This is an optimization exercise on Yosys and OpenROAD, whose aim is small area, a short achievable clock period and few clock cycles, not a production implementation.
Where RTL was checked, it was by simulation tests only, not by an equivalence proof against the original.
Power is estimated from default activity; no workload was simulated.

==> flow/design.v <==
module reg_file (
	input			clk,
	input			rst,
	input			we,
	input	[2:0]	wa,
	input	[15:0]	wd,
	input	[7:1]	s1,
	output	[15:0]	rd1,
	input	[7:1]	s2,
	output	[15:0]	rd2
);
reg [15:0] R [1:7];
wire [15:0] wdz = rst ? 16'd0 : wd;
genvar i;
generate for (i = 1; i < 8; i = i + 1) begin : g
	always @(posedge clk)
		if (rst || (we && wa == i)) R[i] <= wdz;
end endgenerate
assign rd1 = ({16{s1[1]}} & R[1]) | ({16{s1[2]}} & R[2]) | ({16{s1[3]}} & R[3])
           | ({16{s1[4]}} & R[4]) | ({16{s1[5]}} & R[5]) | ({16{s1[6]}} & R[6])
           | ({16{s1[7]}} & R[7]);
assign rd2 = ({16{s2[1]}} & R[1]) | ({16{s2[2]}} & R[2]) | ({16{s2[3]}} & R[3])
           | ({16{s2[4]}} & R[4]) | ({16{s2[5]}} & R[5]) | ({16{s2[6]}} & R[6])
           | ({16{s2[7]}} & R[7]);
endmodule
module alu (
	input	[15:0]	a,
	input	[15:0]	b2,		 
	input	[15:0]	imm,
	input			bp,
	input			bn,
	input			bi,
	input			sub,
	input			s_and,
	input			s_or,
	input			s_xor,
	input			s_sll,
	input			s_sra,
	input			s_srl,
	output	[15:0]	sum,		 
	output	[15:0]	other		 
);
wire [15:0] bx = ({16{bp}} & b2) | ({16{bn}} & ~b2) | ({16{bi}} & imm);
wire [15:0] g0 = a & bx;
wire [15:0] p0 = a ^ bx;
wire [15:0] g [0:4];
wire [15:0] p [0:4];
assign g[0] = {g0[15:1], g0[0] | (p0[0] & sub)};
assign p[0] = p0;
genvar l, i;
generate for (l = 0; l < 4; l = l + 1) begin : lv
	for (i = 0; i < 16; i = i + 1) begin : bt
		if (i >= (1 << l)) begin : c
			assign g[l+1][i] = g[l][i] | (p[l][i] & g[l][i - (1 << l)]);
			assign p[l+1][i] = p[l][i] & p[l][i - (1 << l)];
		end else begin : n
			assign g[l+1][i] = g[l][i];
			assign p[l+1][i] = p[l][i];
		end
	end
end endgenerate
wire [15:0] cin = {g[4][14:0], sub};
wire big = |b2[15:4];
wire [15:0] ar;
generate for (i = 0; i < 16; i = i + 1) begin : rv
	assign ar[i] = a[15-i];
end endgenerate
wire fill = s_sra & a[15];
wire [15:0] sin = s_sll ? ar : a;
wire signed [16:0] sx = {fill, sin};
wire [16:0] sr = sx >>> b2[3:0];
wire [15:0] sh = big ? {16{fill}} : sr[15:0];
wire [15:0] shl;
generate for (i = 0; i < 16; i = i + 1) begin : rv2
	assign shl[i] = sh[15-i];
end endgenerate
assign other = ({16{s_and}} & (a & b2))
                  | ({16{s_or}}  & (a | b2))
                  | ({16{s_xor}} & (a ^ b2))
                  | ({16{s_sll}} & shl)
                  | ({16{s_sra | s_srl}} & sh);
assign sum = p0 ^ cin;
endmodule
module MIPS (
	input				clk,
	input				rst,
	output	[7:0]		imem_addr,
	input		[15:0]	imem_rdata,
	output	[15:0]	dmem_addr,
	output	[15:0]	dmem_wdata,
	output				dmem_we,
	input		[15:0]	dmem_rdata
);
reg  [7:1]	s1, s2;		 
reg			f1, f2;		 
reg			e_imm;		 
reg			e_bp;		 
reg  [5:0]	e_i6;		 
reg			e_sub, e_add, e_and, e_or, e_xor, e_sll, e_sra, e_srl;
reg			e_st, e_ld, e_wr, e_br;	 
reg  [2:0]	e_rd;
reg  [7:0]	e_tgt;		 
reg  [15:0]	res_s;		 
reg  [15:0]	res_o;		 
reg			m_add;		 
wire [15:0]	res = m_add ? res_s : res_o;
reg  [15:0]	sd;
reg			mwe, wbe, mld;
reg  [2:0]	mrd;
reg  [7:0]	pc;
wire [7:0]	pc1 = pc + 8'd1;
assign imem_addr = pc;
wire [15:0]	ins = imem_rdata;
wire [3:0]	op  = ins[15:12];
wire [2:0]	rd  = ins[11:9];
wire [2:0]	rs1 = ins[8:6];
wire [2:0]	rs2 = ins[5:3];
wire [7:0]	tgt = pc1 + {{2{ins[5]}}, ins[5:0]};
wire d_alu  = (op >= 4'd1) && (op <= 4'd8);
wire d_addi = op == 4'd9;
wire d_ld   = op == 4'd10;
wire d_st   = op == 4'd11;
wire d_br   = op == 4'd12;
wire d_use1 = d_alu | d_addi | d_ld | d_st | d_br;
wire d_use2 = d_alu | d_st;
wire rd_nz  = rd != 3'd0;
wire d_wr   = (d_alu | d_addi | d_ld) & rd_nz;
wire br0    = d_br & (rs1 == 3'd0);
wire [2:0]	ra2 = d_st ? rd : rs2;
wire e_fw   = e_wr & !e_ld;
wire m1     = d_use1 && (rs1 == e_rd);
wire m2     = d_use2 && (ra2 == e_rd);
wire [7:0]	oh1 = d_use1 ? (8'd1 << rs1) : 8'd0;
wire [7:0]	oh2 = d_use2 ? (8'd1 << ra2) : 8'd0;
wire [15:0]	r1, r2;
wire [15:0]	wd = mld ? dmem_rdata : res;
reg_file rf (.clk(clk), .rst(rst), .we(wbe), .wa(mrd), .wd(wd),
	.s1(s1), .rd1(r1), .s2(s2), .rd2(r2));
wire [15:0]	a  = r1 | ({16{f1}} & res);
wire [15:0]	b2 = r2 | ({16{f2}} & res);
wire [15:0]	sum, other;
alu alu_u (.a(a), .b2(b2), .imm({{10{e_i6[5]}}, e_i6}), .bp(e_bp), .bn(e_sub), .bi(e_imm),
	.sub(e_sub), .s_and(e_and), .s_or(e_or),
	.s_xor(e_xor), .s_sll(e_sll), .s_sra(e_sra), .s_srl(e_srl), .sum(sum), .other(other));
wire stall = (m1 || m2) && e_ld;
wire taken = e_br && (a == 16'd0);
wire kill  = rst || taken || stall;	 
always @(posedge clk) begin
	if (rst)
		pc <= 8'd0;
	else if (taken)
		pc <= e_tgt;
	else if (!stall)
		pc <= br0 ? tgt : pc1;
end
always @(posedge clk) begin
	if (kill) begin
		e_st <= 1'b0; e_ld <= 1'b0; e_wr <= 1'b0; e_br <= 1'b0;
	end else begin
		e_st  <= d_st;
		e_ld  <= d_ld && rd_nz;
		e_wr  <= d_wr;
		e_br  <= d_br && !br0;
	end
	f1 <= m1 && e_fw;
	f2 <= m2 && e_fw;
	s1 <= (m1 && e_fw) ? 7'd0 : oh1[7:1];
	s2 <= (m2 && e_fw) ? 7'd0 : oh2[7:1];
	e_sub <= op == 4'd2;
	e_bp  <= op == 4'd1;
	e_add <= op == 4'd1 || op == 4'd2 || d_addi || d_ld || d_st;
	e_and <= op == 4'd3;
	e_or  <= op == 4'd4;
	e_xor <= op == 4'd5;
	e_sll <= op == 4'd6;
	e_sra <= op == 4'd7;
	e_srl <= op == 4'd8;
	begin
		e_imm <= d_addi | d_ld | d_st;
		e_i6  <= ins[5:0];
		e_rd  <= rd;
		e_tgt <= tgt;
	end
end
always @(posedge clk) begin
	if (rst) begin
		mwe <= 1'b0;
		wbe <= 1'b0;
		mld <= 1'b0;
	end else begin
		mwe <= e_st;
		wbe <= e_wr;
		mld <= e_ld;
	end
	res_s <= sum;
	res_o <= other;
	m_add <= e_add;
	sd  <= b2;
	mrd <= e_rd;
end
assign dmem_addr  = res_s;
assign dmem_wdata = sd;
assign dmem_we    = mwe;
endmodule
==> flow/config.mk <==
export PLATFORM = sky130hd
export DESIGN_NAME = MIPS
export DESIGN_NICKNAME = MIPS
export VERILOG_FILES = /design/flow/design.v
export SDC_FILE = /design/flow/constraint.sdc
export NUM_CORES = 4
export LEC_CHECK = 0
export CAP_MARGIN = 20
export CORE_MARGIN = 2
export CORE_UTILIZATION = 60
export PLACE_DENSITY = 0.75
export SETUP_SLACK_MARGIN = 5
export SLEW_MARGIN = 20
==> flow/constraint.sdc <==
create_clock -name core_clock -period 8.0 [get_ports {clk}]
set_input_delay 1.6000 -clock core_clock [delete_from_list [all_inputs] [get_ports {clk}]]
set_output_delay 1.6000 -clock core_clock [all_outputs]
set_load 0.01 [all_outputs]
standard.sh (not shown) runs the stock make flow with config.mk's settings and CLKGATE_MAP_FILE= SYNTH_SCRIPT=/design/flow/synth_recipe.tcl, a recipe that flattens the netlist after the stock synthesis.
==> flow/flow/run.sh <==
#!/bin/bash
# The standard layout, with plain buffers (not delay cells) on the ports.
set -euo pipefail
bash standard.sh BUFFER_PORTS_ARGS="-buffer_cell sky130_fd_sc_hd__buf_2" finish > standard.log 2>&1
The baseline produced a clean layout.
Testbench counts at the start, summed over its fixed seeds: cycles 58,788.
Then changed:
ABC_AREA = 1   (was not set)
CORE_UTILIZATION = 40   (was 60)
PLACE_DENSITY = 0.6   (was 0.75)
Outcome: The new run finished clean; via count grows by 5.1%; routed wire length is lower by about 6%; global-route usage shrinks by 14 points; worst setup slack improved by 0.36 ns; synthesized area is higher by about 9%; final area falls by about 1.2%; total power fell by about 5%.
Then changed:
ABC_AREA = not set   (was 1)
Power rose by 7.0%.
Final area rose by 1.3%.
Worst hold slack is better by 0.015 ns.
Core utilization rose by 4.4 points.
Count of clock-buffer cells in the layout rose by 4.
Sequential share of layout area fell by 0.62 points.
Routed wire length rose by 6.7%.
First-iteration DRC count rose by 29%.
Synthesized cell count fell by 30%.
Worst setup slack is worse by 0.39 ns.

* * *

== north ==
MIPS, a different RTL version from the one above (not shown whole).
For scale: ~75 I/O pins, ~0.012 sq mm of cells after synthesis.
clock: 8.0 ns
lec_check: 0
abc_area: 1
cap_margin: 20
core_margin: 2
core_utilization: 40
place_density: 0.6
setup_slack_margin: 4.5
slew_margin: 20
Scripts as last shown in full above: flow/flow/run.sh
No stage failed in north, and the final checks on the layout all came back clean.
## Diff of input files: south against north
- changing SETUP_SLACK_MARGIN from 4.5 to 5
- setting TNS_END_PERCENT to 5 for the first time
--- outcome ---
south gives more non-clock buffer count than north did. Final critical-path required period was higher in the run labelled north. [compare] base=north new=south: fmax went up by 7.8%, register-to-register path setup slack went up 0.24 ns.
The following lists how east was set up differently from south:
- TNS_END_PERCENT no longer set, was 5
- CTS_BUF_LIST now sky130_fd_sc_hd__clkbuf_8 sky130_fd_sc_hd__clkbuf_16, previously not set
--- outcome ---
Measured against each other, south and east differ in setup slack, the higher figure coming from east. Cmp east vs south: power after layout lower in east. Relative to south, the fmax of east is higher by 4.6%. Compare south and east | global-route usage lower: south.
Input changes introduced in west (baseline for comparison: east):
- CTS_BUF_LIST no longer set, was sky130_fd_sc_hd__clkbuf_8 sky130_fd_sc_hd__clkbuf_16
Notes after the runs:
Diff west..east | first-iteration DRC count | unchanged
Relative contribution of combinational cells to total power essentially unchanged between east and west.
Status: core utilization parity (west, east)
west -> east: share of the clock period used by the worst path delta 0, exact match
Modified inputs, middle compared to west
- CTS_CLUSTER_DIAMETER now 100, previously not set
- CTS_CLUSTER_SIZE now 30, previously not set
[summary]
middle -> west: cell area after placement delta 0, exact match
Synthesized area: middle vs west identical
As far as timing-limited maximum frequency goes, west and middle are indistinguishable; the numbers are identical.
Function was not checked in any run of this note: the RTL went through the layout flow alone.

## static timing again, ports no longer ideal
Ports are ideal in the flow. The routed layouts listed here were re-timed in OpenROAD. Step 1 assumes that a clkbuf_16 drives the clock port and a buf_2 every other input. Step 2 also shifts input and output timing later by t, the mid clock arrival at the registers, as if the neighbouring blocks saw the same clock. Slacks: ideal ports / drivers / drivers and shift; pairs: ideal ports / drivers.
run	shift t [ns]	setup slack, ns	worst hold slack (ns)	worst setup path at the end	worst data-port slew with drivers (ns)
the first run of note 1	0.584	4.575 / 4.575 / 4.232	0.341 / 0.341 / 0.341	input to register	0.07
the second run of note 1	0.588	4.935 / 4.935 / 4.572	0.326 / 0.326 / 0.326	input to register	0.03
the third run of note 1	0.589	4.547 / 4.547 / 4.243	0.341 / 0.341 / 0.341	input to register	0.06
north	0.503	4.747 / 4.747 / 4.433	0.410 / 0.410 / 0.410	input to register	0.04
south	0.498	4.984 / 4.984 / 4.567	0.405 / 0.405 / 0.405	input to register	0.05
east	0.502	5.115 / 5.116 / 4.642	0.400 / 0.400 / 0.400	input to register	0.07
west	0.502	5.115 / 5.116 / 4.642	0.400 / 0.400 / 0.400	input to register	0.07
middle	0.502	5.115 / 5.116 / 4.642	0.400 / 0.400 / 0.400	input to register	0.07
After both steps every run listed still meets setup and hold.
